Context: an optimization exercise on an open-source flow, tuned for small area and a short achievable clock period. The choices shown serve that exercise and are no tape-out recipe.
Function not checked in this run: the RTL went through the layout flow alone.
No activity file was given, so power comes from the tool's default toggle rates.

$ cat flow/flow/run.sh
#!/bin/bash
set -euo pipefail
bash standard.sh BUFFER_PORTS_ARGS="-buffer_cell sky130_fd_sc_hd__buf_2" SETUP_SLACK_MARGIN=26 TNS_END_PERCENT=0 finish > make_finish.log 2>&1
$ cat flow/standard.sh
#!/bin/bash
# synth_recipe.tcl (not shown) runs the flow's synth.tcl, then flattens the netlist and writes it again
# the make line also repeats each setting of config.mk as NAME=value (left out here)
make -C /OpenROAD-flow-scripts/flow DESIGN_CONFIG=/design/flow/config.mk WORK_HOME=/design/flow/orfs CLKGATE_MAP_FILE= SYNTH_SCRIPT=/design/flow/synth_recipe.tcl "${@:-finish}"
$ cat flow/config.mk
export PLATFORM = sky130hd
export DESIGN_NAME = alu
export DESIGN_NICKNAME = alu
export VERILOG_FILES = /design/flow/design.v
export SDC_FILE = /design/flow/constraint.sdc
export NUM_CORES = 4
export LEC_CHECK = 0
export CAP_MARGIN = 20
export CORE_MARGIN = 2
export CORE_UTILIZATION = 35
export SLEW_MARGIN = 20
$ cat flow/constraint.sdc
create_clock -name core_clock -period 32.0 [get_ports {clk_p_i}]
set_input_delay 6.4000 -clock core_clock [delete_from_list [all_inputs] [get_ports {clk_p_i}]]
set_output_delay 6.4000 -clock core_clock [all_outputs]
set_load 0.01 [all_outputs]
$ cat flow/design.v
module alu(
             clk_p_i,
             reset_n_i,
             data_a_i,
             data_b_i,
             inst_i,
             data_o
             );
      input           clk_p_i;
      input           reset_n_i;
      input   [7:0]   data_a_i;
      input   [7:0]   data_b_i;
      input   [2:0]   inst_i;
      output reg  [15:0]  data_o;
      reg     [7:0]    data_a_d1_r;
      reg     [7:0]    data_b_d1_r;
      reg     [2:0]    inst_d1_r;
      reg              valid_d1_r;
  wire [7:0] b_p = data_b_i;
  wire [7:0] p_x1 = data_a_i;
  wire [8:0] p_x2 = {data_a_i, 1'b0};
  wire [9:0] p_x3 = {2'b0, data_a_i} + {1'b0, data_a_i, 1'b0};
  wire [1:0] p1_t = b_p[7:6];
  wire [2:0] p1_d1 = {1'b0, p1_t} - {1'b0, p_x1[1:0]};
  wire p1_c1 = (data_a_i < 8'd4) & ~p1_d1[2];
  wire [2:0] p1_d2 = {1'b0, p1_t} - {1'b0, p_x2[1:0]};
  wire p1_c2 = (data_a_i < 8'd2) & ~p1_d2[2];
  wire [2:0] p1_d3 = {1'b0, p1_t} - {1'b0, p_x3[1:0]};
  wire p1_c3 = (data_a_i < 8'd2) & ~p1_d3[2];
  wire [1:0] p1_r = p1_c3 ? p1_d3[1:0] : p1_c2 ? p1_d2[1:0] : p1_c1 ? p1_d1[1:0] : p1_t;
  wire [7:0] b_store = (inst_i == 3'b111) ? {p1_r, data_b_i[5:0]} : data_b_i;
      wire    [7:0]    a = data_a_d1_r;
      wire    [7:0]    b = data_b_d1_r;
      wire    [2:0]    op = inst_d1_r;
      wire             inv_a = (op == 3'b001) | ((op == 3'b101) & a[7]);
      wire             use_b = (op != 3'b101);
      wire    [7:0]    x = a ^ {8{inv_a}};
      wire    [7:0]    y = b & {8{use_b}};
      wire    [8:0]    s = {1'b0, x} + {1'b0, y} + {8'd0, inv_a};
      wire             s8 = x[7] ^ y[7] ^ s[8];
      wire    [15:0]   prod;
      mul8 u_mul(.a(a), .b(b), .p(prod));
  wire [7:0] b_q = b;
  wire [7:0] q_x1 = a;
  wire [8:0] q_x2 = {a, 1'b0};
  wire [9:0] q_x3 = {2'b0, a} + {1'b0, a, 1'b0};
  wire [3:0] q3_t = {b[7:6], b_q[5:4]};
  wire [4:0] q3_d1 = {1'b0, q3_t} - {1'b0, q_x1[3:0]};
  wire q3_c1 = (a < 8'd16) & ~q3_d1[4];
  wire [4:0] q3_d2 = {1'b0, q3_t} - {1'b0, q_x2[3:0]};
  wire q3_c2 = (a < 8'd8) & ~q3_d2[4];
  wire [4:0] q3_d3 = {1'b0, q3_t} - {1'b0, q_x3[3:0]};
  wire q3_c3 = (a < 8'd6) & ~q3_d3[4];
  wire [3:0] q3_r = q3_c3 ? q3_d3[3:0] : q3_c2 ? q3_d2[3:0] : q3_c1 ? q3_d1[3:0] : q3_t;
  wire [5:0] q5_t = {q3_r, b_q[3:2]};
  wire [6:0] q5_d1 = {1'b0, q5_t} - {1'b0, q_x1[5:0]};
  wire q5_c1 = (a < 8'd64) & ~q5_d1[6];
  wire [6:0] q5_d2 = {1'b0, q5_t} - {1'b0, q_x2[5:0]};
  wire q5_c2 = (a < 8'd32) & ~q5_d2[6];
  wire [6:0] q5_d3 = {1'b0, q5_t} - {1'b0, q_x3[5:0]};
  wire q5_c3 = (a < 8'd22) & ~q5_d3[6];
  wire [5:0] q5_r = q5_c3 ? q5_d3[5:0] : q5_c2 ? q5_d2[5:0] : q5_c1 ? q5_d1[5:0] : q5_t;
  wire [7:0] q7_t = {q5_r, b_q[1:0]};
  wire [8:0] q7_d1 = {1'b0, q7_t} - {1'b0, q_x1[7:0]};
  wire q7_c1 = 1'b1 & ~q7_d1[8];
  wire [8:0] q7_d2 = {1'b0, q7_t} - {1'b0, q_x2[7:0]};
  wire q7_c2 = (a < 8'd128) & ~q7_d2[8];
  wire [8:0] q7_d3 = {1'b0, q7_t} - {1'b0, q_x3[7:0]};
  wire q7_c3 = (a < 8'd86) & ~q7_d3[8];
  wire [7:0] q7_r = q7_c3 ? q7_d3[7:0] : q7_c2 ? q7_d2[7:0] : q7_c1 ? q7_d1[7:0] : q7_t;
  wire [7:0] rem = q7_r;
      reg     [15:0]   res;
      always @(*)
      begin
          case (op)
            3'b000,
            3'b001:  res = {{8{s8}}, s[7:0]};
            3'b010:  res = prod;
            3'b011:  res = {8'd0, a & b};
            3'b100:  res = {8'd0, a ^ b};
            3'b101:  res = {8'd0, s[7:0]};
            3'b110:  res = {8'd0, s[8:1]};
            default: res = {8'd0, rem};
          endcase
      end
      always @(posedge clk_p_i)
      begin
          data_a_d1_r <= data_a_i;
          data_b_d1_r <= b_store;
          inst_d1_r <= inst_i;
      end
      always @(posedge clk_p_i or negedge reset_n_i)
      begin
          if (reset_n_i == 1'b0)
          begin
              valid_d1_r <= 1'b0;
              data_o <= 16'd0;
          end
          else
          begin
              valid_d1_r <= 1'b1;
              data_o <= valid_d1_r ? res : 16'd0;
          end
      end
endmodule
module mul8(input [7:0] a, input [7:0] b, output [15:0] p);
  wire pp1;
  wire pp2;
  wire pp3;
  wire pp4;
  wire pp5;
  wire pp6;
  wire pp7;
  wire pp8;
  wire pp9;
  wire pp10;
  wire pp11;
  wire pp12;
  wire pp13;
  wire pp14;
  wire pp15;
  wire pp16;
  wire pp17;
  wire pp18;
  wire pp19;
  wire pp20;
  wire pp21;
  wire pp22;
  wire pp23;
  wire pp24;
  wire pp25;
  wire pp26;
  wire pp27;
  wire pp28;
  wire pp29;
  wire pp30;
  wire pp31;
  wire pp32;
  wire pp33;
  wire pp34;
  wire pp35;
  wire pp36;
  wire pp37;
  wire pp38;
  wire pp39;
  wire pp40;
  wire pp41;
  wire pp42;
  wire pp43;
  wire pp44;
  wire pp45;
  wire pp46;
  wire pp47;
  wire pp48;
  wire pp49;
  wire pp50;
  wire pp51;
  wire pp52;
  wire pp53;
  wire pp54;
  wire pp55;
  wire pp56;
  wire pp57;
  wire pp58;
  wire pp59;
  wire pp60;
  wire pp61;
  wire pp62;
  wire pp63;
  wire pp64;
  wire s65;
  wire c66;
  wire s67;
  wire c68;
  wire s69;
  wire c70;
  wire s71;
  wire c72;
  wire s73;
  wire c74;
  wire s75;
  wire c76;
  wire s77;
  wire c78;
  wire s79;
  wire c80;
  wire s81;
  wire c82;
  wire s83;
  wire c84;
  wire s85;
  wire c86;
  wire s87;
  wire c88;
  wire s89;
  wire c90;
  wire s91;
  wire c92;
  wire s93;
  wire c94;
  wire s95;
  wire c96;
  wire s97;
  wire c98;
  wire s99;
  wire c100;
  wire s101;
  wire c102;
  wire s103;
  wire c104;
  wire s105;
  wire c106;
  wire s107;
  wire c108;
  wire s109;
  wire c110;
  wire s111;
  wire c112;
  wire s113;
  wire c114;
  wire s115;
  wire c116;
  wire s117;
  wire c118;
  wire s119;
  wire c120;
  wire s121;
  wire c122;
  wire s123;
  wire c124;
  wire s125;
  wire c126;
  wire s127;
  wire c128;
  wire s129;
  wire c130;
  wire s131;
  wire c132;
  wire s133;
  wire c134;
  wire s135;
  wire c136;
  wire s137;
  wire c138;
  wire s139;
  wire c140;
  wire s141;
  wire c142;
  wire s143;
  wire c144;
  wire s145;
  wire c146;
  wire s147;
  wire c148;
  wire s149;
  wire c150;
  wire s151;
  wire c152;
  wire s153;
  wire c154;
  wire s155;
  wire c156;
  wire s157;
  wire c158;
  wire s159;
  wire c160;
  wire s161;
  wire c162;
  wire s163;
  wire c164;
  wire s165;
  wire c166;
  wire s167;
  wire c168;
  wire s169;
  wire c170;
  wire s171;
  wire c172;
  wire s173;
  wire c174;
  wire s175;
  wire c176;
  wire s177;
  wire c178;
  assign pp1 = a[0] & b[0];
  assign pp2 = a[1] & b[0];
  assign pp3 = a[2] & b[0];
  assign pp4 = a[3] & b[0];
  assign pp5 = a[4] & b[0];
  assign pp6 = a[5] & b[0];
  assign pp7 = a[6] & b[0];
  assign pp8 = a[7] & b[0];
  assign pp9 = a[0] & b[1];
  assign pp10 = a[1] & b[1];
  assign pp11 = a[2] & b[1];
  assign pp12 = a[3] & b[1];
  assign pp13 = a[4] & b[1];
  assign pp14 = a[5] & b[1];
  assign pp15 = a[6] & b[1];
  assign pp16 = a[7] & b[1];
  assign pp17 = a[0] & b[2];
  assign pp18 = a[1] & b[2];
  assign pp19 = a[2] & b[2];
  assign pp20 = a[3] & b[2];
  assign pp21 = a[4] & b[2];
  assign pp22 = a[5] & b[2];
  assign pp23 = a[6] & b[2];
  assign pp24 = a[7] & b[2];
  assign pp25 = a[0] & b[3];
  assign pp26 = a[1] & b[3];
  assign pp27 = a[2] & b[3];
  assign pp28 = a[3] & b[3];
  assign pp29 = a[4] & b[3];
  assign pp30 = a[5] & b[3];
  assign pp31 = a[6] & b[3];
  assign pp32 = a[7] & b[3];
  assign pp33 = a[0] & b[4];
  assign pp34 = a[1] & b[4];
  assign pp35 = a[2] & b[4];
  assign pp36 = a[3] & b[4];
  assign pp37 = a[4] & b[4];
  assign pp38 = a[5] & b[4];
  assign pp39 = a[6] & b[4];
  assign pp40 = a[7] & b[4];
  assign pp41 = a[0] & b[5];
  assign pp42 = a[1] & b[5];
  assign pp43 = a[2] & b[5];
  assign pp44 = a[3] & b[5];
  assign pp45 = a[4] & b[5];
  assign pp46 = a[5] & b[5];
  assign pp47 = a[6] & b[5];
  assign pp48 = a[7] & b[5];
  assign pp49 = a[0] & b[6];
  assign pp50 = a[1] & b[6];
  assign pp51 = a[2] & b[6];
  assign pp52 = a[3] & b[6];
  assign pp53 = a[4] & b[6];
  assign pp54 = a[5] & b[6];
  assign pp55 = a[6] & b[6];
  assign pp56 = a[7] & b[6];
  assign pp57 = a[0] & b[7];
  assign pp58 = a[1] & b[7];
  assign pp59 = a[2] & b[7];
  assign pp60 = a[3] & b[7];
  assign pp61 = a[4] & b[7];
  assign pp62 = a[5] & b[7];
  assign pp63 = a[6] & b[7];
  assign pp64 = a[7] & b[7];
  assign s65 = pp7 ^ pp14;
  assign c66 = pp7 & pp14;
  assign s67 = pp8 ^ pp15 ^ pp22;
  assign c68 = (pp8 & pp15) | (pp8 & pp22) | (pp15 & pp22);
  assign s69 = pp29 ^ pp36;
  assign c70 = pp29 & pp36;
  assign s71 = pp16 ^ pp23 ^ pp30;
  assign c72 = (pp16 & pp23) | (pp16 & pp30) | (pp23 & pp30);
  assign s73 = pp37 ^ pp44;
  assign c74 = pp37 & pp44;
  assign s75 = pp24 ^ pp31 ^ pp38;
  assign c76 = (pp24 & pp31) | (pp24 & pp38) | (pp31 & pp38);
  assign s77 = pp5 ^ pp12;
  assign c78 = pp5 & pp12;
  assign s79 = pp6 ^ pp13 ^ pp20;
  assign c80 = (pp6 & pp13) | (pp6 & pp20) | (pp13 & pp20);
  assign s81 = pp27 ^ pp34;
  assign c82 = pp27 & pp34;
  assign s83 = pp21 ^ pp28 ^ pp35;
  assign c84 = (pp21 & pp28) | (pp21 & pp35) | (pp28 & pp35);
  assign s85 = pp42 ^ pp49 ^ s65;
  assign c86 = (pp42 & pp49) | (pp42 & s65) | (pp49 & s65);
  assign s87 = pp43 ^ pp50 ^ pp57;
  assign c88 = (pp43 & pp50) | (pp43 & pp57) | (pp50 & pp57);
  assign s89 = s67 ^ s69 ^ c66;
  assign c90 = (s67 & s69) | (s67 & c66) | (s69 & c66);
  assign s91 = pp51 ^ pp58 ^ s71;
  assign c92 = (pp51 & pp58) | (pp51 & s71) | (pp58 & s71);
  assign s93 = s73 ^ c68 ^ c70;
  assign c94 = (s73 & c68) | (s73 & c70) | (c68 & c70);
  assign s95 = pp45 ^ pp52 ^ pp59;
  assign c96 = (pp45 & pp52) | (pp45 & pp59) | (pp52 & pp59);
  assign s97 = s75 ^ c72 ^ c74;
  assign c98 = (s75 & c72) | (s75 & c74) | (c72 & c74);
  assign s99 = pp32 ^ pp39 ^ pp46;
  assign c100 = (pp32 & pp39) | (pp32 & pp46) | (pp39 & pp46);
  assign s101 = pp53 ^ pp60 ^ c76;
  assign c102 = (pp53 & pp60) | (pp53 & c76) | (pp60 & c76);
  assign s103 = pp40 ^ pp47 ^ pp54;
  assign c104 = (pp40 & pp47) | (pp40 & pp54) | (pp47 & pp54);
  assign s105 = pp4 ^ pp11;
  assign c106 = pp4 & pp11;
  assign s107 = pp19 ^ pp26 ^ pp33;
  assign c108 = (pp19 & pp26) | (pp19 & pp33) | (pp26 & pp33);
  assign s109 = pp41 ^ s79 ^ s81;
  assign c110 = (pp41 & s79) | (pp41 & s81) | (s79 & s81);
  assign s111 = s83 ^ s85 ^ c80;
  assign c112 = (s83 & s85) | (s83 & c80) | (s85 & c80);
  assign s113 = s87 ^ s89 ^ c84;
  assign c114 = (s87 & s89) | (s87 & c84) | (s89 & c84);
  assign s115 = s91 ^ s93 ^ c88;
  assign c116 = (s91 & s93) | (s91 & c88) | (s93 & c88);
  assign s117 = s95 ^ s97 ^ c92;
  assign c118 = (s95 & s97) | (s95 & c92) | (s97 & c92);
  assign s119 = s99 ^ s101 ^ c96;
  assign c120 = (s99 & s101) | (s99 & c96) | (s101 & c96);
  assign s121 = pp61 ^ s103 ^ c100;
  assign c122 = (pp61 & s103) | (pp61 & c100) | (s103 & c100);
  assign s123 = pp48 ^ pp55 ^ pp62;
  assign c124 = (pp48 & pp55) | (pp48 & pp62) | (pp55 & pp62);
  assign s125 = pp3 ^ pp10;
  assign c126 = pp3 & pp10;
  assign s127 = pp18 ^ pp25 ^ s105;
  assign c128 = (pp18 & pp25) | (pp18 & s105) | (pp25 & s105);
  assign s129 = s77 ^ s107 ^ c106;
  assign c130 = (s77 & s107) | (s77 & c106) | (s107 & c106);
  assign s131 = c78 ^ s109 ^ c108;
  assign c132 = (c78 & s109) | (c78 & c108) | (s109 & c108);
  assign s133 = c82 ^ s111 ^ c110;
  assign c134 = (c82 & s111) | (c82 & c110) | (s111 & c110);
  assign s135 = c86 ^ s113 ^ c112;
  assign c136 = (c86 & s113) | (c86 & c112) | (s113 & c112);
  assign s137 = c90 ^ s115 ^ c114;
  assign c138 = (c90 & s115) | (c90 & c114) | (s115 & c114);
  assign s139 = c94 ^ s117 ^ c116;
  assign c140 = (c94 & s117) | (c94 & c116) | (s117 & c116);
  assign s141 = c98 ^ s119 ^ c118;
  assign c142 = (c98 & s119) | (c98 & c118) | (s119 & c118);
  assign s143 = c102 ^ s121 ^ c120;
  assign c144 = (c102 & s121) | (c102 & c120) | (s121 & c120);
  assign s145 = c104 ^ s123 ^ c122;
  assign c146 = (c104 & s123) | (c104 & c122) | (s123 & c122);
  assign s147 = pp56 ^ pp63 ^ c124;
  assign c148 = (pp56 & pp63) | (pp56 & c124) | (pp63 & c124);
  assign p[0] = pp1;
  assign s149 = pp2 ^ pp9;
  assign c150 = pp2 & pp9;
  assign p[1] = s149;
  assign s151 = pp17 ^ s125 ^ c150;
  assign c152 = (pp17 & s125) | (pp17 & c150) | (s125 & c150);
  assign p[2] = s151;
  assign s153 = s127 ^ c126 ^ c152;
  assign c154 = (s127 & c126) | (s127 & c152) | (c126 & c152);
  assign p[3] = s153;
  assign s155 = s129 ^ c128 ^ c154;
  assign c156 = (s129 & c128) | (s129 & c154) | (c128 & c154);
  assign p[4] = s155;
  assign s157 = s131 ^ c130 ^ c156;
  assign c158 = (s131 & c130) | (s131 & c156) | (c130 & c156);
  assign p[5] = s157;
  assign s159 = s133 ^ c132 ^ c158;
  assign c160 = (s133 & c132) | (s133 & c158) | (c132 & c158);
  assign p[6] = s159;
  assign s161 = s135 ^ c134 ^ c160;
  assign c162 = (s135 & c134) | (s135 & c160) | (c134 & c160);
  assign p[7] = s161;
  assign s163 = s137 ^ c136 ^ c162;
  assign c164 = (s137 & c136) | (s137 & c162) | (c136 & c162);
  assign p[8] = s163;
  assign s165 = s139 ^ c138 ^ c164;
  assign c166 = (s139 & c138) | (s139 & c164) | (c138 & c164);
  assign p[9] = s165;
  assign s167 = s141 ^ c140 ^ c166;
  assign c168 = (s141 & c140) | (s141 & c166) | (c140 & c166);
  assign p[10] = s167;
  assign s169 = s143 ^ c142 ^ c168;
  assign c170 = (s143 & c142) | (s143 & c168) | (c142 & c168);
  assign p[11] = s169;
  assign s171 = s145 ^ c144 ^ c170;
  assign c172 = (s145 & c144) | (s145 & c170) | (c144 & c170);
  assign p[12] = s171;
  assign s173 = s147 ^ c146 ^ c172;
  assign c174 = (s147 & c146) | (s147 & c172) | (c146 & c172);
  assign p[13] = s173;
  assign s175 = pp64 ^ c148 ^ c174;
  assign c176 = (pp64 & c148) | (pp64 & c174) | (c148 & c174);
  assign p[14] = s175;
  assign s177 = 1'b0 ^ c176;
  assign c178 = 1'b0 & c176;
  assign p[15] = s177;
endmodule
==> impl_metrics.json <==
{
  "synth_cell_types": 66,
  "clkSinkCount": 36,
  "grt_pass1_wl_um": 30100,
  "setup_viol": 0,
  "start_util_pct": 35.4,
  "crit_buf_inv": 2,
  "drt_wl_total_um": 18400,
  "power_switching_w": 0.000154,
  "area_delta_synth_final_pct": 10.9,
  "status": "no timing/DRC/antenna violations",
  "die-area_um2": 19800,
  "clk_latency_ps": 290,
  "fp.dieW_um": 141,
  "total_power_w": 0.000325,
  "vias": 5821,
  "synth_seq_cells": 36,
  "finalNonFillerCells": 1065,
  "cts_hold_buf": 0,
  "drtAntennaViolNets": 0,
  "diodes": 0,
  "worstMarginPinSlew_ps": 943,
  "multi_input_area_um2": 5350,
  "holdWs_ps": 674,
  "globalRouteMet2Util_pct": 31.6,
  "met1_usage_pct": 26.8,
  "worstPathCellList": "buf_8, inv_12, ha_4, fa_2, o21ai_2, o311ai_2, a21oi_1, a21oi_1, o21ai_1, o21ai_1",
  "report.final.hold_viol_count": 0,
  "p_leak_nw": 3.38,
  "placementRows": 50,
  "cpMaxStageDelayCell": "fa_2",
  "clockPowerShare_pct": 14.8,
  "core_um2": 18500,
  "gr-usage-all-layers_pct": 19.1,
  "cp_slowest_stage_delay_ps": 400,
  "netlist_instances": 791,
  "syn_area_um2": 6560,
  "busiest_layer": "met2",
  "clk_pin_slew_ps": 60,
  "grt_max_degree": 25,
  "timing.max_cap.violations": 0,
  "synth_edf_count": 0,
  "end_kind": "flop",
  "fin_tns_setup_ps": 0,
  "holdCritPathClass": "flop to flop",
  "maxSlewHeadroom_pct": 36.9,
  "synthArstFlopShare_pct": 47.2,
  "antenna_found_initial": 0,
  "cp.arrival_ps": 7710,
  "path_delay_family": "compound AO/OA/AOI/OAI gates",
  "max_freq_mhz": 133,
  "grt_setup_unrepaired": "true",
  "drc": 0,
  "dp_cells": 1050,
  "worstSetupPathType": "input pin to flop",
  "drt_iter0_drc": 341,
  "fin_crit_sh_pct": 23.5,
  "p_int_w": 0.000171,
  "power_frac_comb_pct": 68.3,
  "grt_pass1_vias": 5691,
  "use_met3_pct": 2.92,
  "io_buffers": 36,
  "cts_tree": "built",
  "power_density_nw_per_um2": 44.7,
  "synth_ff_type": "dfxtp_1",
  "synth_warnings": 1,
  "grt-ovfl-total": 0,
  "seq_area_frac_synth_pct": 12.3,
  "cts_buffers": 5,
  "switching_share_pct": 47.5,
  "critPathLaunchType": "input pin",
  "cts_root_buf": "clkbuf_16",
  "die_h_um": 141,
  "post-route-min-period_ps": 7540,
  "drive_gt1_share_pct": 9.87,
  "worst_ir_drop_vdd_v": 0.0000205,
  "crit_fanout": 4,
  "critPathRequiredTime_ps": 32170,
  "path_depth": 10,
  "boundaryPins": 37,
  "syn_nets": 970,
  "fin_worst_skew_ps": 4.92,
  "synth_area_per_cell_um2": 8.29,
  "drv_slew": 0,
  "p_seq_share_pct": 16.9,
  "cts.path.max_buffers": 2,
  "hpwl_um": 14300,
  "wl_per_cell_um": 17.3,
  "gp_congestion": 0.942,
  "reg2reg_depth": 21,
  "regArea_um2": 808,
  "htree_levels": 2,
  "hold_depth": 1,
  "final_nets": 1009,
  "drt_pass1_iterations": 5,
  "viasPerCell": 5.47,
  "fillers": 1918
}
==> what timing repair did <==
item,4_1_cts,5_1_grt
pin swaps,5,2
hold endpoints to repair,0,0
buffers inserted,0,7
endpoints found under the setup margin,65,66
resized for setup,8,8
==> final timing paths <==
path / start / end / slack [ps]
min in group asynchronous: reset_n_i / data_o[13] / 6060
hold / removal: valid_d1_r / data_o[0] / 670
hold reg to reg: valid_d1_r / data_o[0] / 670
max in group asynchronous: reset_n_i / data_o[2] / 25620
setup reg to reg: data_a_d1_r[2] / data_o[14] / 24800
setup / recovery: data_b_i[6] / data_b_d1_r[7] / 24460
==> layer usage <==
metal	up-vias	wire [um]
met2	161	8460
met1	2816	8600
li1	2818	-
met3	26	1100
met5	-	0
met4	0	284
==> synth_stat cells (11+ instances only) <==
library cell   n  area, um2
a211oi_1      11       82.6
ha_1          97       1210
nor2_1        80        300
o21a_1        14        105
xor2_1        12        105
o21ai_0       47        235
nand3_1       11       55.1
a21o_1        12       90.1
and2_1        11       68.8
inv_1         98        368
dfxtp_1       19        380
fa_1          61       1220
nand2_1       58        218
nor3_1        14       70.1
dfrtp_1       17        425
xnor2_1       24        210
nor2b_1       15       93.8
a21oi_1       62        310
==> state kept, by name, summed over array words and instances, names as in the netlist <==
name and cells:
data_a_d1_r 8, data_b_d1_r 8, data_o 16, inst_d1_r 3, valid_d1_r 1
==> cell families after synthesis <==
group | count (synthesis) | share of synthesized area (%)
and+or+nand+nor | 218 | 15.2
AOI/OAI and AO/OA | 215 | 22.0
adders and majority gates | 158 | 37.1
buffers and inverters | 116 | 6.77
xor gates and xnor gates | 36 | 4.81
DFF | 36 | 12.3
muxes | 11 | 1.74
other | 1 | 0.0572
==> stage by stage <==
stage	setup WS [ps]	utilization, %	cell area [um2]
5_1_grt	24390	39.3	7270
6_report	24460	39.3	7270
4_1_cts	24440	38.8	7190
2_1_floorplan	24320	-	6590
3_5_place_dp	24060	37.9	7020
3_3_place_gp	24040	37.9	7020
==> area by class of cell <==
class | instances | share of cell area (%)
well taps | 234 | 4.03
clock inverters | 3 | 0.258
clock buffers | 5 | 1.72
multi-input cells | 639 | 73.6
repair buffers | 46 | 3.73
flip-flops and latches | 36 | 11.1
inverters | 102 | 5.54
==> power groups by stage <==
stage	combinational (W)	sequential (W)	clock, W
floorplan	0.000167	0.0000549	0
global placement	0.000217	0.0000559	0
detailed placement	0.000217	0.0000558	0
CTS	0.000220	0.0000551	0.0000494
global route	0.000252	0.0000558	0.0000520
finish	0.000222	0.0000551	0.0000481
==> cells in the final DEF, fill, tap and decap left out, drive strengths merged, types with 14 or more instances in the layout <==
cell type	Yosys	layout
nor2	80	80
xnor2	24	24
fa	61	61
nand2	58	58
nor2b	15	15
buf	7	46
nor3	14	14
o21ai	48	48
ha	97	97
a21oi	63	63
o21a	14	14
dfrtp	17	17
dfxtp	19	19
inv	98	96

[static timing again, ports no longer ideal]
The results above use ideal ports. As a check the final layout listed here was re-extracted and re-timed, cells and wires unchanged. Step 1: set_driving_cell puts a clkbuf_16 on clk_p_i and a buf_2 on each other input, an assumption about the parent block. Step 2 adds t to the input delays and takes it off the output delays; t is the mean of the earliest and latest rising clock arrival at the registers after step 1. Input paths then give back, and output paths get back, about the clock's delay inside the block. a / b / c = ideal / step 1 / step 2; a / b = the first two.
t (ns): 0.324
slack for setup (ns): 24.464 / 24.456 / 24.133
worst hold slack (ns): 0.674 / 0.674 / 0.674
worst setup path at the end: input to register
worst slew at a driven data input, ns: 0.05
After both steps setup and hold are still met in this run. The setup slack of this run moves by -0.008 ns with the drivers and by -0.331 ns with both steps.
